This design comes from an exercise in tuning for small area and a short achievable clock period on the open sky130 flow, not from production work.
In this exercise RTL edits were held to simulation tests only and were not proved equivalent to the original.
No activity file was given, so power comes from the tool's default toggle rates.

`config.mk`:
```
export PLATFORM = sky130hd
export DESIGN_NAME = mips_id_ex
export DESIGN_NICKNAME = mips_id_ex
export VERILOG_FILES = /design/flow/design.v
export SDC_FILE = /design/flow/constraint.sdc
export NUM_CORES = 4
export LEC_CHECK = 0
export ABC_AREA = 0
export CAP_MARGIN = 20
export CORE_MARGIN = 2
export CORE_UTILIZATION = 40
export SETUP_SLACK_MARGIN = 2.6
export SLEW_MARGIN = 20
export SYNTH_HIERARCHICAL = 1
export SYNTH_MINIMUM_KEEP_SIZE = 0
```
`constraint.sdc`:
```
create_clock -name core_clock -period 5.0 [get_ports {clk}]
set_input_delay 1.0000 -clock core_clock [delete_from_list [all_inputs] [get_ports {clk}]]
set_output_delay 1.0000 -clock core_clock [all_outputs]
set_load 0.01 [all_outputs]
```
`design.v`:
```
`timescale 1ns / 1ps
module decode(
    input  wire        clk,
    input  wire        rst,
    input  wire        wb_reg_write,
    input  wire [4:0]  wb_write_reg_location,
    input  wire [31:0] mem_wb_write_data,
    input  wire [31:0] if_id_instr,
    input  wire [31:0] if_id_npc,
    output wire [1:0]  id_ex_wb,
    output wire [2:0]  id_ex_mem,
    output reg  [4:0]  id_ex_alu,
    output reg  [31:0] id_ex_target,
    output reg  [31:0] id_ex_rs_val,
    output reg  [31:0] id_ex_rt_val,
    output reg  [31:0] id_ex_b,
    output reg  [4:0]  id_ex_write_reg,
    output reg         id_ex_cleared
);
    wire [5:0]  opcode = if_id_instr[31:26];
    wire [4:0]  rs     = if_id_instr[25:21];
    wire [4:0]  rt     = if_id_instr[20:16];
    wire [4:0]  rd     = if_id_instr[15:11];
    wire [5:0]  funct  = if_id_instr[5:0];
    wire [31:0] sext   = {{16{if_id_instr[15]}}, if_id_instr[15:0]};
    wire [31:0] rs_val, rt_val;
    regfile rf0 (
        .clk(clk),
        .rst(rst),
        .we(wb_reg_write),
        .waddr(wb_write_reg_location),
        .wdata(mem_wb_write_data),
        .ra(rs),
        .rb(rt),
        .rdata_a(rs_val),
        .rdata_b(rt_val)
    );
    wire is_r   = (opcode == 6'b000000);
    wire is_lw  = (opcode == 6'b100011);
    wire is_sw  = (opcode == 6'b101011);
    wire is_beq = (opcode == 6'b000100);
    wire f_add = (funct == 6'b100000);
    wire f_sub = (funct == 6'b100010);
    wire f_and = (funct == 6'b100100);
    wire f_or  = (funct == 6'b100101);
    wire f_slt = (funct == 6'b101010);
    wire alusrc  = is_lw | is_sw;
    wire sel_slt = is_r & f_slt;
    wire sel_and = is_r & f_and;
    wire sel_or  = is_r & f_or;
    wire sel_sum = is_r ? (f_add | f_sub) : 1'b1;
    wire inv_b   = is_beq | (is_r & (f_sub | f_slt));
    wire [31:0] b = alusrc ? sext : rt_val;
    reg id_ex_regwrite, id_ex_lw, id_ex_beq, id_ex_sw;
    assign id_ex_wb  = {id_ex_regwrite, id_ex_lw};
    assign id_ex_mem = {id_ex_beq, id_ex_lw, id_ex_sw};
    always @(posedge clk) begin
        id_ex_cleared   <= rst;
        id_ex_regwrite  <= is_r | is_lw;
        id_ex_lw        <= is_lw;
        id_ex_beq       <= is_beq;
        id_ex_sw        <= is_sw;
        id_ex_alu       <= {inv_b, sel_sum, sel_slt, sel_and, sel_or};
        id_ex_target    <= if_id_npc + {sext[29:0], 2'b00};
        id_ex_rs_val    <= rs_val;
        id_ex_rt_val    <= rt_val;
        id_ex_b         <= b ^ {32{inv_b}};
        id_ex_write_reg <= is_r ? rd : rt;
    end
endmodule
module regfile(
    input  wire        clk,
    input  wire        rst,
    input  wire        we,
    input  wire [4:0]  waddr,
    input  wire [31:0] wdata,
    input  wire [4:0]  ra,
    input  wire [4:0]  rb,
    output wire [31:0] rdata_a,
    output wire [31:0] rdata_b
);
    reg [31:0] regs [0:31];
    reg [31:0] valid;
    wire [31:0] sel_a, sel_b;
    wire [1023:0] flat;
    genvar w;
    generate
        for (w = 0; w < 32; w = w + 1) begin : word
            wire wen = we & (waddr == w);
            always @(posedge clk)
                if (wen) regs[w] <= wdata;
            always @(posedge clk)
                valid[w] <= ~rst & (valid[w] | wen);
            assign sel_a[w] = valid[w] & (ra == w);
            assign sel_b[w] = valid[w] & (rb == w);
            assign flat[32*w +: 32] = regs[w];
        end
    endgenerate
    rf_read_port pa (.sel(sel_a), .regs(flat), .data(rdata_a));
    rf_read_port pb (.sel(sel_b), .regs(flat), .data(rdata_b));
endmodule
module rf_read_port(
    input  wire [31:0]   sel,
    input  wire [1023:0] regs,
    output wire [31:0]   data
);
    genvar i, j;
    generate
        for (i = 0; i < 32; i = i + 1) begin : bitn
            wire [10:0] n1;
            wire [2:0]  n2;
            wire        n3a, n3b;
            for (j = 0; j < 10; j = j + 1) begin : trio
                rf_aoi222 g1 (.a1(sel[3*j]),   .a2(regs[32*(3*j) + i]),
                              .b1(sel[3*j+1]), .b2(regs[32*(3*j+1) + i]),
                              .c1(sel[3*j+2]), .c2(regs[32*(3*j+2) + i]),
                              .y(n1[j]));
            end
            rf_aoi22 g1l (.a1(sel[30]), .a2(regs[32*30 + i]),
                          .b1(sel[31]), .b2(regs[32*31 + i]),
                          .y(n1[10]));
            rf_nand4 g2a (.a(n1[0]), .b(n1[1]), .c(n1[2]), .d(n1[3]), .y(n2[0]));
            rf_nand4 g2b (.a(n1[4]), .b(n1[5]), .c(n1[6]), .d(n1[7]), .y(n2[1]));
            rf_nand3 g2c (.a(n1[8]), .b(n1[9]), .c(n1[10]), .y(n2[2]));
            rf_nor2  g3a (.a(n2[0]), .b(n2[1]), .y(n3a));
            rf_inv   g3b (.a(n2[2]), .y(n3b));
            rf_nand2 g4  (.a(n3a), .b(n3b), .y(data[i]));
        end
    endgenerate
endmodule
module rf_aoi222(input wire a1, a2, b1, b2, c1, c2, output wire y);
    assign y = ~((a1 & a2) | (b1 & b2) | (c1 & c2));
endmodule
module rf_aoi22(input wire a1, a2, b1, b2, output wire y);
    assign y = ~((a1 & a2) | (b1 & b2));
endmodule
module rf_nand4(input wire a, b, c, d, output wire y);
    assign y = ~(a & b & c & d);
endmodule
module rf_nand3(input wire a, b, c, output wire y);
    assign y = ~(a & b & c);
endmodule
module rf_nor2(input wire a, b, output wire y);
    assign y = ~(a | b);
endmodule
module rf_inv(input wire a, output wire y);
    assign y = ~a;
endmodule
module rf_nand2(input wire a, b, output wire y);
    assign y = ~(a & b);
endmodule
`timescale 1ns / 1ps
module execute(
    input  wire        clk,
    input  wire        rst,
    input  wire        cleared,
    input  wire [1:0]  wb_ctl,
    input  wire [2:0]  m_ctl,
    input  wire [4:0]  alu_ctl,
    input  wire [31:0] target,
    input  wire [31:0] rs_val,
    input  wire [31:0] rt_val,
    input  wire [31:0] b,
    input  wire [4:0]  write_reg,
    output wire [1:0]  ex_mem_wb,
    output wire        ex_mem_branch,
    output wire        ex_mem_memread,
    output wire        ex_mem_memwrite,
    output reg  [31:0] ex_mem_npc,
    output reg         ex_mem_zero,
    output reg  [31:0] ex_mem_alu_result,
    output reg  [31:0] ex_mem_rdata2,
    output reg  [4:0]  ex_mem_write_reg
);
    wire inv_b   = alu_ctl[4];
    wire sel_sum = alu_ctl[3];
    wire sel_slt = alu_ctl[2];
    wire sel_and = alu_ctl[1];
    wire sel_or  = alu_ctl[0];
    wire [31:0] a = rs_val;
    wire [31:0] sum;
    ex_adder add0 (.a(a), .b(b), .cin(inv_b), .sum(sum));
    wire [31:0] cin_z = {a[30:0] | b[30:0], inv_b};
    wire sum_zero = &(~(a ^ b ^ cin_z));
    wire lt = (a[31] ^ b[31]) ? sum[31] : a[31];
    wire [31:0] and_ab = a & b;
    wire [31:0] or_ab  = a | b;
    wire [31:0] result = ({32{sel_sum}} & sum)
                       | {31'b0, sel_slt & lt}
                       | ({32{sel_and}} & and_ab)
                       | ({32{sel_or}}  & or_ab);
    wire zero = sel_sum ? sum_zero :
                sel_slt ? ~lt :
                sel_and ? ~|and_ab :
                sel_or  ? ~|or_ab : 1'b1;
    wire kill = rst | cleared;
    reg ex_mem_regwrite, ex_mem_lw, ex_mem_br, ex_mem_sw;
    assign ex_mem_wb       = {ex_mem_regwrite, ex_mem_lw};
    assign ex_mem_branch   = ex_mem_br;
    assign ex_mem_memread  = ex_mem_lw;
    assign ex_mem_memwrite = ex_mem_sw;
    always @(posedge clk) begin
        if (kill) begin
            ex_mem_regwrite   <= 1'b0;
            ex_mem_lw         <= 1'b0;
            ex_mem_br         <= 1'b0;
            ex_mem_sw         <= 1'b0;
            ex_mem_npc        <= 32'b0;
            ex_mem_alu_result <= 32'b0;
            ex_mem_rdata2     <= 32'b0;
            ex_mem_write_reg  <= 5'b0;
        end
        else begin
            ex_mem_regwrite   <= wb_ctl[1];
            ex_mem_lw         <= wb_ctl[0];
            ex_mem_br         <= m_ctl[2];
            ex_mem_sw         <= m_ctl[0];
            ex_mem_npc        <= target;
            ex_mem_alu_result <= result;
            ex_mem_rdata2     <= rt_val;
            ex_mem_write_reg  <= write_reg;
        end
        ex_mem_zero <= ~rst & (cleared | zero);
    end
endmodule
module ex_adder(
    input  wire [31:0] a,
    input  wire [31:0] b,
    input  wire        cin,
    output wire [31:0] sum
);
    wire [31:0] gl [0:5];
    wire [31:0] tl [0:5];
    genvar l, k;
    generate
        ex_inv n0 (.a(cin), .y(gl[0][0]));
        assign tl[0][0] = 1'b1;
        for (k = 1; k < 32; k = k + 1) begin : l0
            ex_nand2 gn (.a(a[k-1]), .b(b[k-1]), .y(gl[0][k]));
            ex_nor2  tn (.a(a[k-1]), .b(b[k-1]), .y(tl[0][k]));
        end
        for (l = 1; l <= 5; l = l + 1) begin : lvl
            localparam integer D = 1 << (l - 1);
            for (k = 0; k < 32; k = k + 1) begin : node
                if (k < D) begin : done
                    ex_inv pass (.a(gl[l-1][k]), .y(gl[l][k]));
                    assign tl[l][k] = 1'b0;
                end
                else if (l % 2 == 1) begin : odd
                    ex_o21ai g (.a1(tl[l-1][k]), .a2(gl[l-1][k-D]), .b1(gl[l-1][k]),
                                .y(gl[l][k]));
                    if (k >= 2 * D) begin : t
                        ex_nor2 tt (.a(tl[l-1][k]), .b(tl[l-1][k-D]), .y(tl[l][k]));
                    end
                    else begin : tnone
                        assign tl[l][k] = 1'b0;
                    end
                end
                else begin : even
                    ex_a21oi g (.a1(tl[l-1][k]), .a2(gl[l-1][k-D]), .b1(gl[l-1][k]),
                                .y(gl[l][k]));
                    if (k >= 2 * D) begin : t
                        ex_nand2 tt (.a(tl[l-1][k]), .b(tl[l-1][k-D]), .y(tl[l][k]));
                    end
                    else begin : tnone
                        assign tl[l][k] = 1'b1;
                    end
                end
            end
        end
        for (k = 0; k < 32; k = k + 1) begin : s
            wire x;
            ex_xor2 hx (.a(a[k]), .b(b[k]), .y(x));
            ex_xor2 sx (.a(x), .b(gl[5][k]), .y(sum[k]));
        end
    endgenerate
endmodule
module ex_inv(input wire a, output wire y);
    assign y = ~a;
endmodule
module ex_nand2(input wire a, b, output wire y);
    assign y = ~(a & b);
endmodule
module ex_nor2(input wire a, b, output wire y);
    assign y = ~(a | b);
endmodule
module ex_o21ai(input wire a1, a2, b1, output wire y);
    assign y = ~((a1 | a2) & b1);
endmodule
module ex_a21oi(input wire a1, a2, b1, output wire y);
    assign y = ~((a1 & a2) | b1);
endmodule
module ex_xor2(input wire a, b, output wire y);
    assign y = a ^ b;
endmodule
`timescale 1ns / 1ps
module mips_id_ex(
    input  wire        clk,
    input  wire        rst,
    input  wire        wb_reg_write,
    input  wire [4:0]  wb_write_reg_location,
    input  wire [31:0] mem_wb_write_data,
    input  wire [31:0] if_id_instr,
    input  wire [31:0] if_id_npc,
    output wire [1:0]  ex_mem_wb,
    output wire        ex_mem_branch,
    output wire        ex_mem_memread,
    output wire        ex_mem_memwrite,
    output wire [31:0] ex_mem_npc,
    output wire        ex_mem_zero,
    output wire [31:0] ex_mem_alu_result,
    output wire [31:0] ex_mem_rdata2,
    output wire [4:0]  ex_mem_write_reg
);
    wire [1:0]  id_ex_wb;
    wire [2:0]  id_ex_mem;
    wire [4:0]  id_ex_alu;
    wire [31:0] id_ex_target, id_ex_rs_val, id_ex_rt_val, id_ex_b;
    wire [4:0]  id_ex_write_reg;
    wire        id_ex_cleared;
    decode id0 (
        .clk(clk),
        .rst(rst),
        .wb_reg_write(wb_reg_write),
        .wb_write_reg_location(wb_write_reg_location),
        .mem_wb_write_data(mem_wb_write_data),
        .if_id_instr(if_id_instr),
        .if_id_npc(if_id_npc),
        .id_ex_wb(id_ex_wb),
        .id_ex_mem(id_ex_mem),
        .id_ex_alu(id_ex_alu),
        .id_ex_target(id_ex_target),
        .id_ex_rs_val(id_ex_rs_val),
        .id_ex_rt_val(id_ex_rt_val),
        .id_ex_b(id_ex_b),
        .id_ex_write_reg(id_ex_write_reg),
        .id_ex_cleared(id_ex_cleared)
    );
    execute ex0 (
        .clk(clk),
        .rst(rst),
        .cleared(id_ex_cleared),
        .wb_ctl(id_ex_wb),
        .m_ctl(id_ex_mem),
        .alu_ctl(id_ex_alu),
        .target(id_ex_target),
        .rs_val(id_ex_rs_val),
        .rt_val(id_ex_rt_val),
        .b(id_ex_b),
        .write_reg(id_ex_write_reg),
        .ex_mem_wb(ex_mem_wb),
        .ex_mem_branch(ex_mem_branch),
        .ex_mem_memread(ex_mem_memread),
        .ex_mem_memwrite(ex_mem_memwrite),
        .ex_mem_npc(ex_mem_npc),
        .ex_mem_zero(ex_mem_zero),
        .ex_mem_alu_result(ex_mem_alu_result),
        .ex_mem_rdata2(ex_mem_rdata2),
        .ex_mem_write_reg(ex_mem_write_reg)
    );
endmodule
```
`run.sh`:
```
#!/bin/bash
# synth_recipe.tcl (not shown) runs the flow's synth.tcl, then flattens the netlist and writes it again
# the make line also repeats each setting of config.mk as NAME=value (left out here)
make -C /OpenROAD-flow-scripts/flow DESIGN_CONFIG=/design/flow/config.mk WORK_HOME=/design/flow/orfs CLKGATE_MAP_FILE= SYNTH_SCRIPT=/design/flow/synth_recipe.tcl finish
```
==> flow_metrics.py, run 1 <==
metrics = {
    "outcome": {
        "status": "no timing/DRC/antenna violations",
    },
    "global_route": {
        "grt_overflow": 0,
        "grt_start_max_net_pins": 58,
        "grt_pass1_wl_um": 298000,
        "antenna_found_initial": 27,
        "grt_usage_pct": 30.5,
        "grt_pass1_vias": 40200,
    },
    "timing": {
        "clock.fmax_ghz": 0.363,
        "worstMarginPinSlew_ns": 0.913,
        "hold_viol_final": 0,
        "slew_violations": 0,
        "relSlewSlack_pct": 38.9,
        "grt_setup_unrepaired": "true",
        "setup_tns_ns": 0,
        "final-setup-viol-count": 0,
        "fin_crit_ns": 2.75,
        "period_share_pct": 55.1,
        "fin_skew_ns": 0.0289,
    },
    "critical_path": {
        "cp_max_fo": 8,
        "cp_slowest_stage_delay_ns": 0.48,
        "crit_chain": "buf_16, nor3b_4, buf_12, buf_8, and3_4, a222oi_1, nand4_1, nor2_4, nand2_2, a21oi_2, xnor2_1",
        "path_delay_family": "simple AND/OR/NAND/NOR gates",
        "worst-path-stages": 11,
        "startpoint": "if_id_instr[18]",
        "slowest_stage": "a222oi_1",
        "reg2reg_from": "id0.rf0.valid[0]",
        "cp_num_buf_inv": 3,
        "critPathLaunchType": "input port",
        "reg2reg_depth": 8,
        "worst-setup-path-type": "input port to flop",
        "cp.arrival_ns": 3.42,
        "critPathRequiredTime_ns": 5.67,
        "crit_path_end_kind": "flop",
    },
    "min_path": {
        "hold_class": "flop to flop",
        "hold_depth": 1,
        "hp-start": "id0.id_ex_write_reg[3]",
    },
    "floorplanning": {
        "io_pins": 211,
        "die_y_um": 372,
        "core_um2": 135000,
        "die-area_um2": 138000,
        "die_w_um": 372,
        "rows": 135,
        "initial_core_util_pct": 40.1,
    },
    "layout": {
        "largest_reg_flops": 1024,
        "top_register": "id0.rf0.regs",
        "drive_above_1_share_pct": 23.5,
        "fin_area_um2": 67600,
        "nNetsFinal": 4542,
        "fillers": 11400,
        "area_growth_pct": 24.9,
    },
    "cts": {
        "cts_sinks": 1305,
        "cts_buffers": 140,
        "clk_pin_slew_ns": 0.06,
        "cts.htree.levels": 4,
        "cts_buffer_depth": 3,
        "clock-root-buffer": "clkbuf_16",
        "worstSkewPairLatency_ns": 0.79,
        "cts_tree": "yes",
    },
    "power": {
        "p_sw_w": 0.00512,
        "switching_share_pct": 21.8,
        "p_leak_nw": 23.5,
        "internal_power_w": 0.0183,
        "seqPwrFrac_pct": 51.2,
        "power_density_nw_per_um2": 347,
        "vdd_drop_max_mv": 0.214,
        "finalPower_w": 0.0235,
        "combPwrFrac_pct": 4.8,
        "pwr-share-clk_pct": 44.0,
    },
    "placed_design": {
        "dp_hpwl_um": 121000,
        "portBuffers": 210,
        "place_congestion": 0.935,
        "dpl_cell_area_um2": 59600,
    },
    "route": {
        "drtIter0Drc": 10200,
        "routed_wirelength_um": 221000,
        "vias_per_cell": 6.87,
        "vias": 42900,
        "drt-wirelength-per-cell_um": 35.4,
        "drc_errors": 0,
        "drt.antenna.violating_nets": 0,
        "drt_first_pass_iters": 13,
    },
    "logic_synthesis": {
        "synth_warnings": 11,
        "synthCells": 3762,
        "syn_area_um2": 54200,
        "syn_avg_cell_area_um2": 14.4,
        "syn-num-nets": 3960,
    },
    "job": {
        "cap_violations": 0,
    },
}
## routing by layer
layer / track usage (%) / vias up / wire (um)
li1: - / 17300 / -
met1: 37.1 / 20900 / 74300
met2: 48.3 / 3729 / 99100
met3: 8.61 / 905 / 30800
met4: 18.1 / 14 / 16700
met5: 0 / - / 94
## power by group through the flow
stage	Sequential (W)	Clock (W)	Combinational, W
floorplan	0.0122	0	0.000462
global placement	0.0122	0	0.000934
detailed placement	0.0122	0	0.000942
CTS	0.0120	0.0104	0.00103
global route	0.0120	0.0108	0.00117
finish	0.0120	0.0103	0.00112
## final cells by class
| class | instances | area [um2] | area share [%] |
|---|---|---|---|
| sequential | 1305 | 36400 | 53.9 |
| multi-input combinational | 2210 | 18800 | 27.8 |
| timing repair buffer | 450 | 4700 | 6.95 |
| clock buffer | 191 | 3960 | 5.86 |
| tap | 1781 | 2230 | 3.29 |
| inverter | 237 | 890 | 1.32 |
| clock inverter | 59 | 566 | 0.836 |
| antenna | 8 | 20.0 | 0.0296 |
## final timing paths
path	to	slack, ns
worst max-delay path	id0.id_ex_b[27]	2.25
worst min-delay path	ex0.ex_mem_write_reg[3]	0.42
worst max register to register	id0.id_ex_b[8]	2.36
worst min register to register	ex0.ex_mem_write_reg[3]	0.42
## layout by cell type (no fill, tap or decap), types with 13 or more instances in the layout
master / n
and3_1: 21
a21oi_1: 21
clkinv_2: 18
clkbuf_1: 32
buf_4: 135
clkbuf_16: 152
clkbuf_8: 16
a222oi_1: 672
inv_1: 236
nand2_2: 31
buf_6: 44
a21o_1: 15
clkdlybuf4s50_1: 44
nor2_2: 64
and3_4: 94
xor2_1: 75
dlygate4sd2_1: 77
buf_12: 48
buf_2: 22
xnor2_1: 75
nor2_1: 123
ha_4: 20
nor2_4: 51
nand3_1: 75
nand2_1: 140
clkinv_1: 17
ha_1: 69
o22ai_1: 29
edfxtp_1: 1024
mux2i_1: 13
o21ai_1: 66
a21oi_2: 80
nand4_1: 143
a22oi_2: 64
dfxtp_1: 228
and2_1: 74
o21ai_2: 15
nor4_1: 13
dfxtp_2: 52
clkdlybuf4s15_1: 43
## metrics by stage
stage                     instances  worst slack [ns]  hold slack [ns]  util [%]
after global routing           6239              2.34            0.434      50.1
after detailed placement       5792             0.683            0.413      44.2
after CTS                      6182              2.37            0.424      49.2
after global placement         5792             0.739            0.408      44.2
after floorplan                3762              2.01            0.406         -
final                          6241              2.25            0.423      50.1
## worst reg2reg max path: cells and delay by family, from the launching register on
kind / cells / cell delay (ns)
DFF: 1 / 0.47
xor gates and xnor gates: 1 / 0.14
muxes: 1 / 0.21
and+or+nand+nor: 4 / 1.22
buffers and inverters: 1 / 0.15
AOI/OAI and AO/OA: 1 / 0.40
## repair_timing
| item | CTS | global route |
|---|---|---|
| hold buffers | 0 | 0 |
| pin swaps | 191 | 183 |
| cloned | 51 | 11 |
| resized for setup | 540 | 235 |
| setup buffers | 89 | 40 |
| endpoints found under the setup margin | 1185 | 719 |
==> run 2, diff against run 1 <==
--- a/design.v
+++ b/design.v
@@ -50,7 +50,18 @@
     wire sel_or  = is_r & f_or;
     wire sel_sum = is_r ? (f_add | f_sub) : 1'b1;
     wire inv_b   = is_beq | (is_r & (f_sub | f_slt));
-    wire [31:0] b = alusrc ? sext : rt_val;
+    wire keep_rt = ~alusrc & ~inv_b;
+    wire flip_rt = ~alusrc & inv_b;
+    wire [31:0] imm_b = {32{alusrc}} & sext;
+    wire [31:0] b_hi_n = ~({32{keep_rt}} | imm_b);
+    wire [31:0] b_lo_n = ~({32{flip_rt}} | imm_b);
+    wire [31:0] b;
+    genvar i;
+    generate
+        for (i = 0; i < 32; i = i + 1) begin : bsel
+            id_mux2i m (.s(rt_val[i]), .a0(b_lo_n[i]), .a1(b_hi_n[i]), .y(b[i]));
+        end
+    endgenerate
     reg id_ex_regwrite, id_ex_lw, id_ex_beq, id_ex_sw;
     assign id_ex_wb  = {id_ex_regwrite, id_ex_lw};
     assign id_ex_mem = {id_ex_beq, id_ex_lw, id_ex_sw};
@@ -64,7 +75,7 @@
         id_ex_target    <= if_id_npc + {sext[29:0], 2'b00};
         id_ex_rs_val    <= rs_val;
         id_ex_rt_val    <= rt_val;
-        id_ex_b         <= b ^ {32{inv_b}};
+        id_ex_b         <= b;
         id_ex_write_reg <= is_r ? rd : rt;
     end
 endmodule
@@ -99,6 +110,9 @@
     rf_read_port pa (.sel(sel_a), .regs(flat), .data(rdata_a));
     rf_read_port pb (.sel(sel_b), .regs(flat), .data(rdata_b));
 endmodule
+module id_mux2i(input wire s, a0, a1, output wire y);
+    assign y = ~(s ? a1 : a0);
+endmodule
 module rf_read_port(
     input  wire [31:0]   sel,
     input  wire [1023:0] regs,
==> run 2 against run 1 <==
  * Synthesized cell count is 1.2% lower
  * Core utilization is 0.28 points higher
  * Via count increased by 1.3%
  * Critical path type unchanged
  * Critical endpoint is now id0.id_ex_b[17]
  * Highest routed layer unchanged
==> flow_metrics.py, run 2 <==
metrics = {
    "outcome": {
        "status": "no timing/DRC/antenna violations",
    },
    "timing": {
        "final-setup-viol-count": 0,
        "worstMarginPinSlew_ns": 1.03,
        "clock.fmax_ghz": 0.395,
        "setup_tns_ns": 0,
        "fin_crit_ns": 2.53,
        "fin_skew_ns": 0.0328,
        "period_share_pct": 50.6,
        "relSlewSlack_pct": 31.5,
        "grt_setup_unrepaired": "true",
        "slew_violations": 0,
        "hold_viol_final": 0,
        "whs_ns": 0.424,
    },
    "critical_path": {
        "cp_slowest_stage_delay_ns": 0.37,
        "critPathLaunchType": "input port",
        "critPathRequiredTime_ns": 5.65,
        "crit_chain": "buf_4, and2_4, buf_4, and3_4, a222oi_1, nand4_1, nor2_4, nand2_1, mux2i_1",
        "cp.arrival_ns": 3.18,
        "path_common_cell": "buf_4",
        "reg2reg_from": "id0.rf0.valid[6]",
        "crit_path_end_kind": "flop",
        "worst-setup-path-type": "input port to flop",
        "startpoint": "if_id_instr[16]",
        "path_delay_family": "simple AND/OR/NAND/NOR gates",
        "cp_max_fo": 16,
        "cp_num_buf_inv": 2,
        "slowest_stage": "a222oi_1",
    },
    "floorplanning": {
        "die-area_um2": 138000,
        "die_y_um": 371,
        "core_um2": 134000,
        "die_w_um": 371,
        "initial_core_util_pct": 40.3,
        "io_pins": 211,
        "rows": 134,
    },
    "layout": {
        "multi_input_area_um2": 18300,
        "final-instance-count-excl-fill": 6200,
        "top_register": "id0.rf0.regs",
        "mostFrequentLayoutCell": "edfxtp_1",
        "area_growth_pct": 25.0,
        "final_cell_mix": "edfxtp_1 (1024), a222oi_1 (672), inv_1 (232), dfxtp_1 (220), buf_4 (176)",
        "largest_reg_flops": 1024,
        "nNetsFinal": 4508,
        "fillers": 11200,
        "drive_above_1_share_pct": 23.7,
        "fin_util_pct": 50.4,
        "ff_latch_area_um2": 36500,
    },
    "logic_synthesis": {
        "synth_warnings": 11,
        "syn_avg_cell_area_um2": 14.5,
        "syn_area_um2": 53900,
        "syn-num-nets": 3913,
        "synthCells": 3715,
    },
    "global_route": {
        "grt_pass1_vias": 40500,
        "grt_start_max_net_pins": 59,
        "grt_pass1_wl_um": 305000,
        "antenna_found_initial": 22,
        "grt_overflow": 0,
        "grt_usage_pct": 31.6,
    },
    "route": {
        "drtIter0Drc": 10400,
        "vias_per_cell": 7.01,
        "vias": 43500,
        "drt-wirelength-per-cell_um": 36.7,
        "drt_first_pass_iters": 14,
        "routed_wirelength_um": 228000,
        "drt.antenna.violating_nets": 0,
        "drc_errors": 0,
    },
    "cts": {
        "cts_tree": "yes",
        "cts.htree.levels": 4,
        "cts_buffer_depth": 3,
        "cts_sinks": 1305,
        "cts_hold_buf": 0,
        "clk_pin_slew_ns": 0.06,
        "cts_buffers": 135,
        "worstSkewPairLatency_ns": 0.80,
        "clock-root-buffer": "clkbuf_16",
    },
    "min_path": {
        "hp-start": "id0.id_ex_target[5]",
        "hold_class": "flop to flop",
    },
    "power": {
        "vdd_drop_max_mv": 0.365,
        "p_leak_nw": 23.4,
        "power_density_nw_per_um2": 348,
    },
    "placed_design": {
        "dp_hpwl_um": 129000,
        "place_congestion": 0.926,
        "dp_cells": 5768,
        "portBuffers": 210,
    },
    "job": {
        "cap_violations": 0,
    },
}
==> run 2: path summary, 6_finish.rpt <==
path                            end  slack [ns]  cells past startpoint
setup / recovery    id0.id_ex_b[17]        2.47                      9
hold / removal    ex0.ex_mem_npc[5]        0.42                      1
setup reg to reg    id0.id_ex_b[20]        2.61                      6
hold reg to reg   ex0.ex_mem_npc[5]        0.42                      1
==> run 2: per-layer routing <==
layer / track usage, % / vias up / wire length (um)
met1: 39.0 / 21200 / 77400
li1: - / 17200 / -
met5: 0.664 / - / 276
met2: 47.0 / 4049 / 97200
met3: 11.8 / 987 / 35300
met4: 19.4 / 16 / 17400
==> run 2: layout make-up <==
type	count	share of cell area, %
antenna	10	0.0372
clock buffer	185	5.54
clock inverter	64	1.23
inverter	235	1.31
multi-input combinational	2157	27.1
sequential	1305	54.2
tap	1768	3.28
timing repair buffer	476	7.25
==> run 2: repair_timing <==
item | CTS | global route
buffers inserted | 55 | 75
gates resized for setup | 570 | 204
gates cloned | 34 | 9
pin swaps | 73 | 132
setup endpoints to repair | 412 | 424
==> run 2: per-stage QoR <==
step / total power (W) / setup WS (ns) / area, um2
floorplan: 0.0126 / 2.01 / 54500
global placement: 0.0131 / 0.613 / 59700
detailed placement: 0.0131 / 0.580 / 59700
CTS: 0.0234 / 2.59 / 66000
global route: 0.0240 / 2.52 / 67300
finish: 0.0235 / 2.47 / 67300
==> run 2: where the power goes <==
| part | internal, W | switching (W) |
|---|---|---|
| sequential | 0.0119 | 0.000111 |
| clock | 0.00602 | 0.00441 |
| combinational | 0.000381 | 0.000663 |
| total | 0.0183 | 0.00518 |
==> run 3, diff against run 2 <==
--- a/config.mk
+++ b/config.mk
@@ -9,6 +9,8 @@
 export CAP_MARGIN = 20
 export CORE_MARGIN = 2
 export CORE_UTILIZATION = 40
+export CTS_CLUSTER_DIAMETER = 150
+export CTS_CLUSTER_SIZE = 24
 export SETUP_SLACK_MARGIN = 2.6
 export SLEW_MARGIN = 20
 export SYNTH_HIERARCHICAL = 1
==> run 3 against run 2 <==
  * The run now fails in 5_1_grt
  * Synthesized cell count unchanged
  * Synthesized area did not move
==> flow_metrics.py, run 3 <==
metrics = {
    "outcome": {
        "status": "aborted with a tool error",
        "lastStage": "5_1_grt",
        "first-error": "[ERROR GRT-0232] Routing congestion too high. Check the congestion heatmap in the GUI.",
    },
    "placed_design": {
        "portBuffers": 210,
        "dp_slack_ns": 0.580,
        "place_congestion": 0.926,
        "dp_hpwl_um": 129000,
    },
    "cts": {
        "cts.htree.levels": 2,
        "cts_sinks": 1305,
        "cts_buffers": 60,
        "cts_buffer_depth": 3,
        "cts_hold_buf": 0,
        "clock-root-buffer": "clkbuf_16",
    },
    "logic_synthesis": {
        "synth_warnings": 11,
        "syn-num-nets": 3913,
        "syn_area_um2": 53900,
        "synthCells": 3715,
        "syn_avg_cell_area_um2": 14.5,
    },
    "floorplanning": {
        "io_pins": 211,
        "initial_core_util_pct": 40.3,
        "die_w_um": 371,
        "die_y_um": 371,
        "rows": 134,
    },
    "global_route": {
        "grt_overflow": 3,
        "grt_usage_pct": 31.8,
        "grt_start_max_net_pins": 59,
    },
}
run 3: worst min path at each step:
| stage | cells after the start | endpoint | start | slack, ns |
|---|---|---|---|---|
| after CTS | 1 | ex0.ex_mem_npc[17] | id0.id_ex_target[17] | 0.43 |
| after detailed placement | 1 | ex0.ex_mem_rdata2[3] | id0.id_ex_rt_val[3] | 0.41 |
| after global placement | 1 | ex0.ex_mem_npc[2] | id0.id_ex_target[2] | 0.41 |
| after floorplan | 1 | ex0.ex_mem_npc[0] | id0.id_ex_target[0] | 0.41 |
run 3: metrics by stage:
stage / total power, W / cell area (um2) / std cells
CTS: 0.0187 / 63400 / 5988
detailed placement: 0.0131 / 59700 / 5768
global placement: 0.0131 / 59700 / 5767
floorplan: 0.0126 / 54500 / 3715
run 3: repair_timing:
item                                    4_1_cts
setup buffers                                68
hold endpoints to repair                      0
gates cloned                                 43
gates resized for setup                     554
endpoints found under the setup margin      599
pin swaps                                   107
run 3: layer usage:
layer / GRT overflow / GRT usage [%]
met5: 0 / 0.944
met4: 0 / 17.8
met3: 3 / 12.2
met2: 0 / 48.1
met1: 0 / 38.9
run 3: power groups by stage:
stage	combinational, W	sequential, W	clock (W)
2_1_floorplan	0.000422	0.0122	0
3_3_place_gp	0.000901	0.0122	0
3_5_place_dp	0.000905	0.0122	0
4_1_cts	0.000978	0.0120	0.00577
==> run 4, diff against run 3 <==
--- a/design.v
+++ b/design.v
@@ -122,7 +122,7 @@
     generate
         for (i = 0; i < 32; i = i + 1) begin : bitn
             wire [10:0] n1;
-            wire [2:0]  n2;
+            wire [3:0]  n2;
             wire        n3a, n3b;
             for (j = 0; j < 10; j = j + 1) begin : trio
                 rf_aoi222 g1 (.a1(sel[3*j]),   .a2(regs[32*(3*j) + i]),
@@ -133,11 +133,12 @@
             rf_aoi22 g1l (.a1(sel[30]), .a2(regs[32*30 + i]),
                           .b1(sel[31]), .b2(regs[32*31 + i]),
                           .y(n1[10]));
-            rf_nand4 g2a (.a(n1[0]), .b(n1[1]), .c(n1[2]), .d(n1[3]), .y(n2[0]));
-            rf_nand4 g2b (.a(n1[4]), .b(n1[5]), .c(n1[6]), .d(n1[7]), .y(n2[1]));
-            rf_nand3 g2c (.a(n1[8]), .b(n1[9]), .c(n1[10]), .y(n2[2]));
+            rf_nand3 g2a (.a(n1[0]), .b(n1[1]), .c(n1[2]),  .y(n2[0]));
+            rf_nand3 g2b (.a(n1[3]), .b(n1[4]), .c(n1[5]),  .y(n2[1]));
+            rf_nand3 g2c (.a(n1[6]), .b(n1[7]), .c(n1[8]),  .y(n2[2]));
+            rf_nand2 g2d (.a(n1[9]), .b(n1[10]),            .y(n2[3]));
             rf_nor2  g3a (.a(n2[0]), .b(n2[1]), .y(n3a));
-            rf_inv   g3b (.a(n2[2]), .y(n3b));
+            rf_nor2  g3b (.a(n2[2]), .b(n2[3]), .y(n3b));
             rf_nand2 g4  (.a(n3a), .b(n3b), .y(data[i]));
         end
     endgenerate
@@ -148,18 +149,12 @@
 module rf_aoi22(input wire a1, a2, b1, b2, output wire y);
     assign y = ~((a1 & a2) | (b1 & b2));
 endmodule
-module rf_nand4(input wire a, b, c, d, output wire y);
-    assign y = ~(a & b & c & d);
-endmodule
 module rf_nand3(input wire a, b, c, output wire y);
     assign y = ~(a & b & c);
 endmodule
 module rf_nor2(input wire a, b, output wire y);
     assign y = ~(a | b);
 endmodule
-module rf_inv(input wire a, output wire y);
-    assign y = ~a;
-endmodule
 module rf_nand2(input wire a, b, output wire y);
     assign y = ~(a & b);
 endmodule
--- a/config.mk
+++ b/config.mk
@@ -9,9 +9,7 @@
 export CAP_MARGIN = 20
 export CORE_MARGIN = 2
 export CORE_UTILIZATION = 40
-export CTS_CLUSTER_DIAMETER = 150
-export CTS_CLUSTER_SIZE = 24
-export SETUP_SLACK_MARGIN = 2.6
+export SETUP_SLACK_MARGIN = 2.85
 export SLEW_MARGIN = 20
 export SYNTH_HIERARCHICAL = 1
 export SYNTH_MINIMUM_KEEP_SIZE = 0
==> run 4 against run 3 <==
  * Now clean on timing, DRC and antenna
  * Synthesized cell count up 1.7%
  * Synthesized area up 0.13%
==> flow_metrics.py, run 4 <==
metrics = {
    "outcome": {
        "status": "no timing/DRC/antenna violations",
    },
    "route": {
        "drt_first_pass_iters": 13,
        "routed_wirelength_um": 235000,
        "vias_per_cell": 7.02,
        "drt-wirelength-per-cell_um": 36.9,
        "vias": 44700,
        "drt.antenna.violating_nets": 0,
        "drc_errors": 0,
        "drtIter0Drc": 10300,
    },
    "logic_synthesis": {
        "synthCells": 3779,
        "syn-num-nets": 3977,
        "syn_avg_cell_area_um2": 14.3,
        "synth_warnings": 11,
        "syn_area_um2": 54000,
    },
    "critical_path": {
        "cp_slowest_stage_delay_ns": 0.49,
        "slowest_stage": "a222oi_1",
        "critPathLaunchType": "input port",
        "worst-setup-path-type": "input port to flop",
        "cp.arrival_ns": 3.10,
        "path_delay_family": "simple AND/OR/NAND/NOR gates",
        "crit_path_end_kind": "flop",
        "cp_max_fo": 8,
        "reg2reg_depth": 6,
        "cp_num_buf_inv": 3,
        "crit_chain": "buf_12, nor2b_4, buf_12, buf_4, and3_4, a222oi_1, nand3_1, nor2_2, nand2_2, mux2i_1",
        "critPathRequiredTime_ns": 5.66,
        "worst-path-stages": 10,
        "path_common_cell": "buf_12",
    },
    "job": {
        "cap_violations": 0,
    },
    "global_route": {
        "grt_pass1_wl_um": 315000,
        "grt_start_max_net_pins": 45,
        "grt_pass1_vias": 42300,
        "grt_overflow": 0,
        "grt_usage_pct": 32.6,
        "antenna_found_initial": 19,
    },
    "layout": {
        "nNetsFinal": 4678,
        "largest_reg_flops": 1024,
        "top_register": "id0.rf0.regs",
        "final-instance-count-excl-fill": 6371,
        "ff_latch_area_um2": 36600,
        "final_cell_mix": "edfxtp_1 (1024), a222oi_1 (672), nand3_1 (167), dfxtp_1 (165)",
        "fillers": 10800,
        "multi_input_area_um2": 21000,
        "drive_above_1_share_pct": 33.7,
        "area_growth_pct": 30.5,
        "mostFrequentLayoutCell": "edfxtp_1",
    },
    "floorplanning": {
        "die-area_um2": 138000,
        "io_pins": 211,
        "core_um2": 134000,
        "initial_core_util_pct": 40.4,
        "die_y_um": 371,
        "rows": 134,
        "die_w_um": 371,
    },
    "cts": {
        "clock-root-buffer": "clkbuf_16",
        "cts_buffers": 140,
        "cts.htree.levels": 4,
        "worstSkewPairLatency_ns": 0.81,
        "cts_sinks": 1305,
        "cts_tree": "yes",
        "clk_pin_slew_ns": 0.07,
        "cts_buffer_depth": 3,
    },
    "power": {
        "p_sw_w": 0.00536,
        "switching_share_pct": 22.5,
        "power_density_nw_per_um2": 338,
        "finalPower_w": 0.0238,
        "internal_power_w": 0.0184,
        "seqPwrFrac_pct": 50.5,
        "p_leak_nw": 25.1,
        "combPwrFrac_pct": 5.3,
        "vdd_drop_max_mv": 0.225,
        "pwr-share-clk_pct": 44.2,
    },
    "timing": {
        "fin_skew_ns": 0.0337,
        "clock.fmax_ghz": 0.409,
        "slew_violations": 0,
        "grt_setup_unrepaired": "true",
        "worst_slack_ns": 2.56,
        "whs_ns": 0.418,
        "period_share_pct": 48.8,
        "hold_viol_final": 0,
        "setup_tns_ns": 0,
        "relSlewSlack_pct": 33.7,
        "fin_crit_ns": 2.44,
        "worstMarginPinSlew_ns": 0.991,
        "final-setup-viol-count": 0,
    },
    "min_path": {
        "hold_class": "flop to flop",
        "hold_depth": 1,
    },
    "placed_design": {
        "portBuffers": 210,
        "dp_slack_ns": 1.05,
        "dp_cells": 5773,
        "dp_hpwl_um": 112000,
        "place_congestion": 0.957,
    },
}
## run 4: worst paths after layout
path / startpoint / endpoint / slack, ns
min: id0.id_ex_write_reg[1] / ex0.ex_mem_write_reg[1] / 0.42
max reg2reg: id0.rf0.valid[6] / id0.id_ex_b[31] / 2.71
min reg2reg: id0.id_ex_write_reg[1] / ex0.ex_mem_write_reg[1] / 0.42
max: if_id_instr[17] / id0.id_ex_b[27] / 2.56
## run 4: area by class of cell
| class | count | area share, % |
|---|---|---|
| diodes | 9 | 0.0320 |
| well taps | 1768 | 3.14 |
| flip-flops and latches | 1305 | 52.0 |
| repair buffers | 501 | 7.51 |
| clock buffers | 185 | 5.42 |
| clock inverters | 71 | 1.13 |
| multi-input cells | 2361 | 29.9 |
| inverters | 171 | 0.930 |
## run 4: repair_timing
item,4_1_cts,5_1_grt
cloned,112,14
hold buffers,0,0
buffers inserted,156,51
gates resized for setup,1281,353
endpoints found under the setup margin,1245,965
pin swaps,303,288
## run 4: power by group through the flow
stage / combinational [W] / clock (W) / sequential (W)
6_report: 0.00127 / 0.0105 / 0.0120
4_1_cts: 0.00113 / 0.0105 / 0.0120
3_3_place_gp: 0.000899 / 0 / 0.0122
5_1_grt: 0.00131 / 0.0110 / 0.0120
3_5_place_dp: 0.000905 / 0 / 0.0122
2_1_floorplan: 0.000435 / 0 / 0.0122
## run 4: through the flow
stage / utilization, % / cell area (um2)
detailed placement: 44.4 / 59400
finish: 52.7 / 70400
floorplan: - / 54900
global placement: 44.5 / 59400
CTS: 51.2 / 68500
global route: 52.7 / 70400
## run 4: per-layer routing
| layer | up-vias | track usage, % | share of wire, % |
|---|---|---|---|
| met5 | - | 0.210 | 0.033 |
| met1 | 21600 | 37.5 | 32 |
| met4 | 14 | 25.0 | 10 |
| met2 | 4089 | 50.0 | 44 |
| met3 | 1292 | 11.1 | 15 |
| li1 | 17700 | - | - |
==> run 5, diff against run 4 <==
--- a/config.mk
+++ b/config.mk
@@ -9,7 +9,7 @@
 export CAP_MARGIN = 20
 export CORE_MARGIN = 2
 export CORE_UTILIZATION = 40
-export SETUP_SLACK_MARGIN = 2.85
+export SETUP_SLACK_MARGIN = 2.6
 export SLEW_MARGIN = 20
 export SYNTH_HIERARCHICAL = 1
 export SYNTH_MINIMUM_KEEP_SIZE = 0
==> run 5 against run 4 <==
  * Still clean on timing, DRC and antenna
  * Core utilization down 2.3 points
  * Via count fell by 3.5%
  * Non-clock buffer count down 45
  * Hold slack better by 0.0042 ns
  * Wire length decreased by 3.4%
  * Critical path type unchanged
  * Largest power group unchanged
==> flow_metrics.py, run 5 <==
metrics = {
    "cts": {
        "cts_tree": "yes",
        "cts.htree.levels": 4,
        "cts_buffers": 141,
        "cts_buffer_depth": 3,
        "cts_hold_buf": 0,
        "worstSkewPairLatency_ns": 0.80,
        "cts_sinks": 1305,
        "clock-root-buffer": "clkbuf_16",
        "clk_pin_slew_ns": 0.07,
    },
    "layout": {
        "area_growth_pct": 24.7,
        "largest_reg_flops": 1024,
        "final_cell_mix": "edfxtp_1 (1024), a222oi_1 (672), dfxtp_1 (218), nand2_1 (215), nand3_1 (190)",
        "final-instance-count-excl-fill": 6273,
        "nNetsFinal": 4551,
        "fillers": 11300,
        "fin_util_pct": 50.4,
        "fin_area_um2": 67300,
        "mostFrequentLayoutCell": "edfxtp_1",
        "top_register": "id0.rf0.regs",
        "drive_above_1_share_pct": 23.8,
    },
    "timing": {
        "relSlewSlack_pct": 26.6,
        "hold_viol_final": 0,
        "grt_setup_unrepaired": "true",
        "worstMarginPinSlew_ns": 1.10,
        "period_share_pct": 50.2,
        "clock.fmax_ghz": 0.398,
        "fin_skew_ns": 0.0423,
        "final-setup-viol-count": 0,
        "setup_tns_ns": 0,
        "slew_violations": 0,
        "fin_crit_ns": 2.51,
    },
    "critical_path": {
        "slowest_stage": "a222oi_1",
        "cp_num_buf_inv": 2,
        "crit_path_end_kind": "flop",
        "critPathLaunchType": "input port",
        "worst-setup-path-type": "input port to flop",
        "critPathRequiredTime_ns": 5.70,
        "crit_chain": "buf_6, nor3b_4, buf_12, and3_2, a222oi_1, nand3_1, nor2_1, nand2_1, mux2i_1",
        "path_delay_family": "simple AND/OR/NAND/NOR gates",
        "cp_max_fo": 16,
        "cp_slowest_stage_delay_ns": 0.48,
        "cp.arrival_ns": 3.21,
    },
    "global_route": {
        "grt_start_max_net_pins": 60,
        "grt_use_met3_pct": 11.6,
        "grt_use_met2_pct": 48.6,
        "use_met1_pct": 38.9,
        "antenna_found_initial": 25,
        "gr-max-usage-layer": "met2",
        "grt_overflow": 0,
        "grt_pass1_vias": 40800,
        "grt_pass1_wl_um": 310000,
        "grt_usage_pct": 32.1,
    },
    "power": {
        "p_leak_nw": 24.0,
        "vdd_drop_max_mv": 0.341,
        "finalPower_w": 0.0236,
        "power_density_nw_per_um2": 351,
    },
    "floorplanning": {
        "io_pins": 211,
        "core_um2": 134000,
        "rows": 134,
        "die_w_um": 371,
        "initial_core_util_pct": 40.4,
        "die-area_um2": 138000,
        "die_y_um": 371,
    },
    "job": {
        "cap_violations": 0,
    },
    "logic_synthesis": {
        "synthCells": 3779,
        "syn-num-nets": 3977,
        "synth_warnings": 11,
        "syn_avg_cell_area_um2": 14.3,
        "syn_area_um2": 54000,
    },
    "min_path": {
        "hold_class": "flop to flop",
    },
    "placed_design": {
        "place_congestion": 0.957,
        "dp_cells": 5828,
        "portBuffers": 210,
        "dpl_cell_area_um2": 59500,
        "dp_hpwl_um": 126000,
    },
    "outcome": {
        "status": "no timing/DRC/antenna violations",
    },
    "route": {
        "drt_first_pass_iters": 15,
        "drc_errors": 0,
        "drtIter0Drc": 10100,
        "vias": 43100,
        "drt-wirelength-per-cell_um": 36.2,
        "vias_per_cell": 6.88,
        "drt.antenna.violating_nets": 0,
        "routed_wirelength_um": 227000,
    },
}
==> run 5: layout make-up <==
type | instances | area (um2) | area share, %
inverters | 171 | 658 | 0.978
clock inverters | 71 | 728 | 1.08
flip-flops and latches | 1305 | 36500 | 54.3
repair buffers | 456 | 4450 | 6.61
multi-input cells | 2278 | 18700 | 27.7
well taps | 1768 | 2210 | 3.29
diodes | 33 | 82.6 | 0.123
clock buffers | 191 | 3960 | 5.89
==> run 5: report_power, final <==
group / total (W) / internal [W] / switching [W]
clock: 0.0105 / 0.00608 / 0.00445
sequential: 0.0120 / 0.0119 / 0.000113
combinational: 0.00109 / 0.000397 / 0.000691
total: 0.0236 / 0.0184 / 0.00526
==> run 5: final timing paths <==
| kind | startpoint | to | slack [ns] | cells after the start |
|---|---|---|---|---|
| max | if_id_instr[18] | id0.id_ex_b[31] | 2.49 | 9 |
| min | id0.id_ex_target[2] | ex0.ex_mem_npc[2] | 0.42 | 1 |
| max reg2reg | id0.rf0.valid[15] | id0.id_ex_b[28] | 2.60 | 6 |
| min reg2reg | id0.id_ex_target[2] | ex0.ex_mem_npc[2] | 0.42 | 1 |
==> run 5: metrics by stage <==
stage / hold WS [ns] / setup WS, ns
after CTS: 0.425 / 2.52
after global routing: 0.437 / 2.53
final: 0.423 / 2.49
after global placement: 0.408 / 0.739
after floorplan: 0.406 / 2.01
after detailed placement: 0.411 / 0.741
==> run 5: metal layers <==
metal	share of wire [%]	up-vias	wire [um]
met2	44	3889	99300
met4	7.5	16	17000
met1	34	21000	76300
li1	-	17300	-
met5	0.13	-	285
met3	15	893	34100
==> run 5: repair_timing <==
item,4_1_cts,5_1_grt
setup endpoints to repair,1264,179
gates cloned,32,2
pin swaps,82,94
setup buffers,79,35
resized for setup,604,220
==> run 6, diff against run 5 <==
--- a/design.v
+++ b/design.v
@@ -187,22 +187,49 @@
     wire sel_and = alu_ctl[1];
     wire sel_or  = alu_ctl[0];
     wire [31:0] a = rs_val;
-    wire [31:0] sum;
-    ex_adder add0 (.a(a), .b(b), .cin(inv_b), .sum(sum));
+    wire [31:0] sum, carry;
+    ex_adder add0 (.a(a), .b(b), .cin(inv_b), .sum(sum), .carry(carry));
+    wire kill = rst | cleared;
     wire [31:0] cin_z = {a[30:0] | b[30:0], inv_b};
     wire sum_zero = &(~(a ^ b ^ cin_z));
-    wire lt = (a[31] ^ b[31]) ? sum[31] : a[31];
+    wire x31 = a[31] ^ b[31];
     wire [31:0] and_ab = a & b;
     wire [31:0] or_ab  = a | b;
-    wire [31:0] result = ({32{sel_sum}} & sum)
-                       | {31'b0, sel_slt & lt}
-                       | ({32{sel_and}} & and_ab)
-                       | ({32{sel_or}}  & or_ab);
-    wire zero = sel_sum ? sum_zero :
-                sel_slt ? ~lt :
-                sel_and ? ~|and_ab :
-                sel_or  ? ~|or_ab : 1'b1;
-    wire kill = rst | cleared;
+    wire ss = sel_sum & ~kill;
+    wire sx = sel_slt & x31 & ~kill;             
+    wire [31:0] other = ({32{sel_and & ~kill}} & and_ab)
+                      | ({32{sel_or  & ~kill}} & or_ab)
+                      | {31'b0, sel_slt & ~x31 & a[31] & ~kill};
+    wire [31:0] other_n = ~other;
+    wire [31:0] t_sum;
+    wire        t_slt;
+    wire [31:0] result_d;
+    genvar i;
+    generate
+        for (i = 0; i < 32; i = i + 1) begin : res
+            ex_nand2 ts (.a(ss), .b(sum[i]), .y(t_sum[i]));
+            if (i == 0) begin : b0
+                ex_nand3 r (.a(t_sum[0]), .b(t_slt), .c(other_n[0]), .y(result_d[0]));
+            end
+            else begin : bn
+                ex_nand2 r (.a(t_sum[i]), .b(other_n[i]), .y(result_d[i]));
+            end
+        end
+    endgenerate
+    ex_nand2 tl (.a(sx), .b(sum[31]), .y(t_slt));
+    wire sum31_n;
+    ex_xnor2 s31n (.a(x31), .b(carry[31]), .y(sum31_n));
+    wire zx = sel_slt & x31 & ~rst;
+    wire zero_rest = ~rst & (cleared |
+                             (sel_sum & sum_zero) |
+                             (sel_slt & ~x31 & ~a[31]) |
+                             (sel_and & ~|and_ab) |
+                             (sel_or  & ~|or_ab) |
+                             ~(sel_sum | sel_slt | sel_and | sel_or));
+    wire zero_rest_n = ~zero_rest;
+    wire t_z, zero_d;
+    ex_nand2 tz (.a(zx), .b(sum31_n), .y(t_z));
+    ex_nand2 zd (.a(t_z), .b(zero_rest_n), .y(zero_d));
     reg ex_mem_regwrite, ex_mem_lw, ex_mem_br, ex_mem_sw;
     assign ex_mem_wb       = {ex_mem_regwrite, ex_mem_lw};
     assign ex_mem_branch   = ex_mem_br;
@@ -215,7 +242,6 @@
             ex_mem_br         <= 1'b0;
             ex_mem_sw         <= 1'b0;
             ex_mem_npc        <= 32'b0;
-            ex_mem_alu_result <= 32'b0;
             ex_mem_rdata2     <= 32'b0;
             ex_mem_write_reg  <= 5'b0;
         end
@@ -225,18 +251,19 @@
             ex_mem_br         <= m_ctl[2];
             ex_mem_sw         <= m_ctl[0];
             ex_mem_npc        <= target;
-            ex_mem_alu_result <= result;
             ex_mem_rdata2     <= rt_val;
             ex_mem_write_reg  <= write_reg;
         end
-        ex_mem_zero <= ~rst & (cleared | zero);
+        ex_mem_alu_result <= result_d;
+        ex_mem_zero       <= zero_d;
     end
 endmodule
 module ex_adder(
     input  wire [31:0] a,
     input  wire [31:0] b,
     input  wire        cin,
-    output wire [31:0] sum
+    output wire [31:0] sum,
+    output wire [31:0] carry
 );
     wire [31:0] gl [0:5];
     wire [31:0] tl [0:5];
@@ -277,6 +304,7 @@
                 end
             end
         end
+        assign carry = gl[5];
         for (k = 0; k < 32; k = k + 1) begin : s
             wire x;
             ex_xor2 hx (.a(a[k]), .b(b[k]), .y(x));
@@ -302,6 +330,12 @@
 module ex_xor2(input wire a, b, output wire y);
     assign y = a ^ b;
 endmodule
+module ex_xnor2(input wire a, b, output wire y);
+    assign y = ~(a ^ b);
+endmodule
+module ex_nand3(input wire a, b, c, output wire y);
+    assign y = ~(a & b & c);
+endmodule
 `timescale 1ns / 1ps
 module mips_id_ex(
     input  wire        clk,
==> run 6 against run 5 <==
  * Synthesized area is 0.17% lower
  * Largest power group unchanged
  * Critical endpoint is now id0.id_ex_target[29]
  * Setup slack better by 0.024 ns
  * Still clean
  * Largest cell class unchanged
  * Core utilization is 0.66 points lower
  * Hold slack about the same
==> flow_metrics.py, run 6 <==
metrics = {
    "placed_design": {
        "dpl_cell_area_um2": 59500,
        "dp_hpwl_um": 122000,
        "portBuffers": 210,
        "place_congestion": 0.946,
    },
    "min_path": {
        "hp-start": "id0.id_ex_target[3]",
        "hold_class": "flop to flop",
        "min_to": "ex0.ex_mem_npc[3]",
        "hold_depth": 1,
    },
    "global_route": {
        "grt_start_max_net_pins": 77,
        "grt_pass1_wl_um": 295000,
        "grt_overflow": 0,
        "grt_usage_pct": 30.3,
        "grt_pass1_vias": 39900,
        "antenna_found_initial": 17,
    },
    "layout": {
        "nNetsFinal": 4541,
        "fillers": 11300,
        "multi_input_area_um2": 18600,
        "top_register": "id0.rf0.regs",
        "fin_area_um2": 66400,
        "mostFrequentLayoutCell": "edfxtp_1",
        "ff_latch_area_um2": 36400,
        "area_growth_pct": 23.3,
        "largest_reg_flops": 1024,
        "final_cell_mix": "edfxtp_1 (1024), a222oi_1 (640), nand2_1 (284), dfxtp_1 (259), nor2_1 (210)",
        "fin_util_pct": 49.7,
        "drive_above_1_share_pct": 20.0,
    },
    "critical_path": {
        "worst-setup-path-type": "input port to flop",
        "critPathLaunchType": "input port",
        "reg2reg_from": "id0.id_ex_rs_val[27]",
        "reg2reg_depth": 8,
        "r2r_end": "ex0.ex_mem_zero",
        "slowest_stage": "ha_4",
        "r2r_slack_ns": 2.61,
        "path_delay_family": "simple AND/OR/NAND/NOR gates",
        "crit_chain": "clkdlybuf4s15_2, ha_4, and3_4, and2_1, nand3_1, o32ai_4, a41oi_2, xnor2_1",
        "crit_path_end_kind": "flop",
        "cp_max_fo": 6,
        "critPathRequiredTime_ns": 5.66,
        "cp_slowest_stage_delay_ns": 0.43,
        "cp_num_buf_inv": 1,
        "cp.arrival_ns": 3.14,
    },
    "route": {
        "drt_first_pass_iters": 13,
        "drt-wirelength-per-cell_um": 34.9,
        "routed_wirelength_um": 218000,
        "vias_per_cell": 6.79,
        "drtIter0Drc": 9170,
        "vias": 42500,
        "drc_errors": 0,
        "drt.antenna.violating_nets": 0,
    },
    "power": {
        "p_leak_nw": 23.4,
        "power_density_nw_per_um2": 356,
        "vdd_drop_max_mv": 0.357,
    },
    "floorplanning": {
        "rows": 134,
        "io_pins": 211,
        "die-area_um2": 138000,
        "initial_core_util_pct": 40.3,
        "die_y_um": 371,
        "core_um2": 134000,
        "die_w_um": 371,
    },
    "timing": {
        "fin_skew_ns": 0.0359,
        "fin_crit_ns": 2.49,
        "relSlewSlack_pct": 28.1,
        "grt_setup_unrepaired": "true",
        "final-setup-viol-count": 0,
        "period_share_pct": 49.7,
        "hold_viol_final": 0,
        "setup_tns_ns": 0,
        "slew_violations": 0,
        "worstMarginPinSlew_ns": 1.08,
        "clock.fmax_ghz": 0.402,
    },
    "outcome": {
        "status": "no timing/DRC/antenna violations",
    },
    "cts": {
        "cts_tree": "yes",
        "cts_buffer_depth": 3,
        "cts_sinks": 1305,
        "cts.htree.levels": 4,
        "cts_buffers": 139,
        "worstSkewPairLatency_ns": 0.80,
        "clock-root-buffer": "clkbuf_16",
        "cts_hold_buf": 0,
        "clk_pin_slew_ns": 0.06,
    },
    "logic_synthesis": {
        "synth_warnings": 11,
        "syn_area_um2": 53900,
        "synthCells": 3812,
        "syn-num-nets": 4010,
        "syn_avg_cell_area_um2": 14.1,
    },
    "job": {
        "cap_violations": 0,
    },
}
==> run 6: cell type report <==
type                       instances  share of cell area, %
inverter                         140                  0.799
tap                             1768                   3.33
timing repair buffer             402                   5.83
antenna                           28                  0.106
multi-input combinational       2355                   28.0
clock buffer                     174                   5.70
clock inverter                    83                   1.37
sequential                      1305                   54.8
==> run 6: worst max path at each step <==
stage / startpoint / to / slack [ns] / cells after the start
2_1_floorplan: wb_write_reg_location[4] / id0.rf0.regs[0][0] / 2.01 / 4
3_3_place_gp: if_id_instr[17] / id0.id_ex_b[16] / 0.93 / 8
3_5_place_dp: if_id_instr[17] / id0.id_ex_b[5] / 0.84 / 8
4_1_cts: ex0.ex_mem_lw / ex_mem_memread / 2.58 / 1
5_1_grt: if_id_instr[15] / id0.id_ex_target[30] / 2.54 / 10
6_report: if_id_instr[13] / id0.id_ex_target[29] / 2.51 / 8
==> run 6: where the power goes <==
part	switching, W	internal [W]	total [W]
clock network	0.00446	0.00616	0.0106
logic	0.000668	0.000376	0.00104
registers	0.000103	0.0119	0.0120
total	0.00523	0.0184	0.0237
==> run 6: layer usage <==
layer / vias up / part of all wire [%] / track usage, %
met2: 3490 / 45 / 47.0
met4: 6 / 7.3 / 19.3
met3: 905 / 13 / 9.24
li1: 17300 / - / -
met5: - / 0.069 / 0.629
met1: 20800 / 35 / 36.8
==> run 6: metrics by stage <==
step	total power, W	setup slack (ns)	instances	hold WS (ns)
after floorplan	0.0126	2.01	3812	0.406
after global placement	0.0131	0.932	5870	0.408
after detailed placement	0.0131	0.842	5870	0.411
after CTS	0.0236	2.58	6183	0.425
after global routing	0.0242	2.54	6242	0.435
final	0.0237	2.51	6255	0.423
==> run 6: repair_timing <==
item / CTS / global route
setup endpoints to repair: 1161 / 348
pin swaps: 57 / 90
resized for setup: 507 / 152
cloned: 29 / 8
setup buffers: 27 / 36
==> run 7, diff against run 6 <==
--- a/config.mk
+++ b/config.mk
@@ -9,7 +9,7 @@
 export CAP_MARGIN = 20
 export CORE_MARGIN = 2
 export CORE_UTILIZATION = 40
-export SETUP_SLACK_MARGIN = 2.6
+export SETUP_SLACK_MARGIN = 2.85
 export SLEW_MARGIN = 20
 export SYNTH_HIERARCHICAL = 1
 export SYNTH_MINIMUM_KEEP_SIZE = 0
==> run 7 against run 6 <==
  * Register-to-register slack improved by 0.09 ns
  * Still clean
  * Critical endpoint is now id0.id_ex_b[28]
  * Design area rose by 4.4%
  * Global-route usage rose by 2.0 points
  * Fmax rose by 3.9%
  * Sequential cell count did not move
  * Largest power group unchanged
  * First-iteration DRC count rose by 14%
  * Via count rose by 5.6%
  * Highest routed layer unchanged
  * Sequential power barely moved
  * Setup slack improved by 0.094 ns
==> flow_metrics.py, run 7 <==
metrics = {
    "outcome": {
        "status": "no timing/DRC/antenna violations",
    },
    "global_route": {
        "antenna_found_initial": 15,
        "grt_start_max_net_pins": 45,
        "grt_overflow": 0,
        "grt_usage_pct": 32.4,
        "grt_pass1_wl_um": 314000,
        "grt_pass1_vias": 41800,
    },
    "floorplanning": {
        "die_y_um": 371,
        "io_pins": 211,
        "rows": 134,
        "initial_core_util_pct": 40.3,
        "die-area_um2": 138000,
        "die_w_um": 371,
        "core_um2": 134000,
    },
    "route": {
        "met2_length_um": 105000,
        "drt-wirelength-per-cell_um": 37.6,
        "wl_met3_um": 33900,
        "vias_per_cell": 7.03,
        "routed_wirelength_um": 240000,
        "drt_first_pass_iters": 15,
        "drc_errors": 0,
        "top_layer": "met5",
        "drtIter0Drc": 10400,
        "wl_met1_um": 75800,
        "drt.antenna.violating_nets": 0,
        "vias": 44900,
    },
    "critical_path": {
        "slowest_stage": "a222oi_1",
        "cp_slowest_stage_delay_ns": 0.43,
        "worst-setup-path-type": "input port to flop",
        "crit_chain": "buf_12, nor2b_4, clkbuf_16, and3_4, a222oi_1, nand3_1, nor2_4, nand2_2, mux2i_1",
        "r2r_end": "id0.id_ex_b[29]",
        "critPathRequiredTime_ns": 5.64,
        "cp_max_fo": 8,
        "r2r_slack_ns": 2.70,
        "crit_path_end_kind": "flop",
        "reg2reg_depth": 6,
        "critPathLaunchType": "input port",
        "cp.arrival_ns": 3.03,
        "reg2reg_from": "id0.rf0.valid[27]",
    },
    "min_path": {
        "hold_class": "flop to flop",
        "hold_depth": 1,
        "hp-start": "id0.id_ex_target[19]",
        "min_to": "ex0.ex_mem_npc[19]",
    },
    "layout": {
        "top_register": "id0.rf0.regs",
        "area_growth_pct": 28.7,
        "nNetsFinal": 4691,
        "drive_above_1_share_pct": 29.7,
        "final_cell_mix": "edfxtp_1 (1024), a222oi_1 (640), nand2_1 (246), nor2_1 (184), dfxtp_1 (180)",
        "fillers": 11100,
        "mostFrequentLayoutCell": "edfxtp_1",
        "largest_reg_flops": 1024,
    },
    "timing": {
        "hold_viol_final": 0,
        "grt_setup_unrepaired": "true",
        "slew_violations": 0,
        "fin_skew_ns": 0.0372,
        "final-setup-viol-count": 0,
        "fin_crit_ns": 2.39,
        "setup_tns_ns": 0,
        "clock.fmax_ghz": 0.418,
        "whs_ns": 0.423,
        "worstMarginPinSlew_ns": 1.20,
        "period_share_pct": 47.9,
        "relSlewSlack_pct": 19.8,
    },
    "job": {
        "cap_violations": 0,
    },
    "logic_synthesis": {
        "synthCells": 3812,
        "syn-num-nets": 4010,
        "syn_avg_cell_area_um2": 14.1,
        "syn_area_um2": 53900,
        "synth_warnings": 11,
    },
    "cts": {
        "clk_pin_slew_ns": 0.06,
        "cts_sinks": 1305,
        "worstSkewPairLatency_ns": 0.78,
        "cts.htree.levels": 4,
        "cts_tree": "yes",
        "cts_buffer_depth": 3,
        "cts_hold_buf": 0,
        "clock-root-buffer": "clkbuf_16",
        "cts_buffers": 138,
    },
    "placed_design": {
        "dp_hpwl_um": 113000,
        "place_congestion": 0.944,
        "portBuffers": 210,
    },
    "power": {
        "vdd_drop_max_mv": 0.242,
        "finalPower_w": 0.0235,
        "power_density_nw_per_um2": 340,
        "p_leak_nw": 24.6,
    },
}
[run 7: cell count changes in the layout (fill, tap and decap cells not counted), moves of 35 or more]
cell,change
dfxtp_2,+56
buf_6,+47
nand2_1,-38
and3_4,+111
dlygate4sd2_1,-44
buf_2,+68
buf_12,+35
dfxtp_1,-79
clkdlybuf4s15_1,-42
[run 7: worst max-delay path: cells and delay by family]
| family | cells | cell delay, ns |
|---|---|---|
| multiplexers | 1 | 0.13 |
| AO/OA/AOI/OAI | 1 | 0.43 |
| buffers and inverters | 2 | 0.32 |
| AND/OR/NAND/NOR | 5 | 1.12 |
[run 7: worst max-delay path by stage]
| stage | from | end | slack (ns) | cells after the start |
|---|---|---|---|---|
| 6_report | if_id_instr[17] | id0.id_ex_b[28] | 2.61 | 9 |
| 5_1_grt | if_id_instr[17] | id0.id_ex_b[19] | 2.66 | 9 |
| 4_1_cts | ex0.ex_mem_rdata2[0] | ex_mem_rdata2[0] | 2.75 | 1 |
| 3_5_place_dp | wb_write_reg_location[1] | id0.rf0.regs[3][25] | 1.00 | 4 |
| 3_3_place_gp | wb_write_reg_location[1] | id0.rf0.regs[3][25] | 1.05 | 4 |
| 2_1_floorplan | wb_write_reg_location[4] | id0.rf0.regs[0][0] | 2.01 | 4 |
[run 7: area by class of cell]
| type | instances | area (um2) | share of cell area [%] |
|---|---|---|---|
| sequential | 1305 | 36600 | 52.7 |
| multi-input combinational | 2441 | 20600 | 29.7 |
| timing repair buffer | 467 | 4960 | 7.16 |
| clock buffer | 181 | 3840 | 5.54 |
| tap | 1768 | 2210 | 3.19 |
| clock inverter | 68 | 644 | 0.929 |
| inverter | 140 | 531 | 0.765 |
| antenna | 9 | 22.5 | 0.0325 |
[run 7: layer usage]
| metal | global-route usage, % | vias up |
|---|---|---|
| met1 | 37.9 | 21500 |
| met5 | 0 | - |
| met4 | 24.0 | 12 |
| met3 | 9.22 | 1309 |
| li1 | - | 17800 |
| met2 | 50.7 | 4246 |
[run 7: repair_timing]
action	CTS	global route
resized for setup	1262	204
setup endpoints to repair	1265	791
gates cloned	111	33
pin swaps	310	219
buffers inserted	129	43
[run 7: power by group]
group,leakage [nW],internal (W),switching [W]
clock,2.20,0.00598,0.00431
combinational,10.8,0.000483,0.000773
sequential,11.6,0.0119,0.000110
total,24.6,0.0184,0.00519
[run 7: stage by stage]
| stage | cells | cell area (um2) | setup WS, ns | utilization (%) |
|---|---|---|---|---|
| after floorplan | 3812 | 54800 | 2.01 | - |
| after global placement | 5804 | 59300 | 1.05 | 44.4 |
| after detailed placement | 5805 | 59300 | 1.00 | 44.4 |
| after CTS | 6294 | 67800 | 2.75 | 50.8 |
| after global routing | 6370 | 69300 | 2.66 | 51.9 |
| final | 6379 | 69300 | 2.61 | 51.9 |

==> re-timing with driven ports <==
Ports are ideal in the flow. The routed layouts listed here were re-timed in OpenROAD.
Step 1 assumes that a clkbuf_16 drives the clock port and a buf_2 every other input.
Step 2 moves the port delays by t, midway between the first and last clock arrival at a register: inputs arrive t later, outputs are due t later. That takes back most of the time a late clock gives input paths.
a / b / c = ideal ports / drivers / drivers and shift; a / b = the first two.
run	shift t [ns]	setup WS [ns]	hold slack, ns	worst setup path at the end	slew at the worst register clock pin (ns)
run 1	0.851	2.246 / 2.174 / 1.322	0.423 / 0.423 / 0.423	input to register	0.07 / 0.07
run 2	0.865	2.471 / 2.512 / 1.647	0.424 / 0.424 / 0.424	input to register	0.07 / 0.07
run 4	0.873	2.558 / 2.586 / 1.712	0.418 / 0.407 / 0.418	input to register	0.07 / 0.07
run 5	0.861	2.490 / 2.536 / 1.675	0.423 / 0.423 / 0.423	input to register	0.07 / 0.07
run 6	0.856	2.514 / 2.568 / 1.715	0.423 / 0.423 / 0.423	input to register	0.07 / 0.07
run 7	0.831	2.607 / 2.569 / 1.738	0.423 / 0.423 / 0.423	input to register	0.07 / 0.07
After both steps setup and hold are still met in every run listed. For run 1, which loses most, drivers alone change the setup slack by -0.072 ns; drivers and shift together by -0.924 ns.
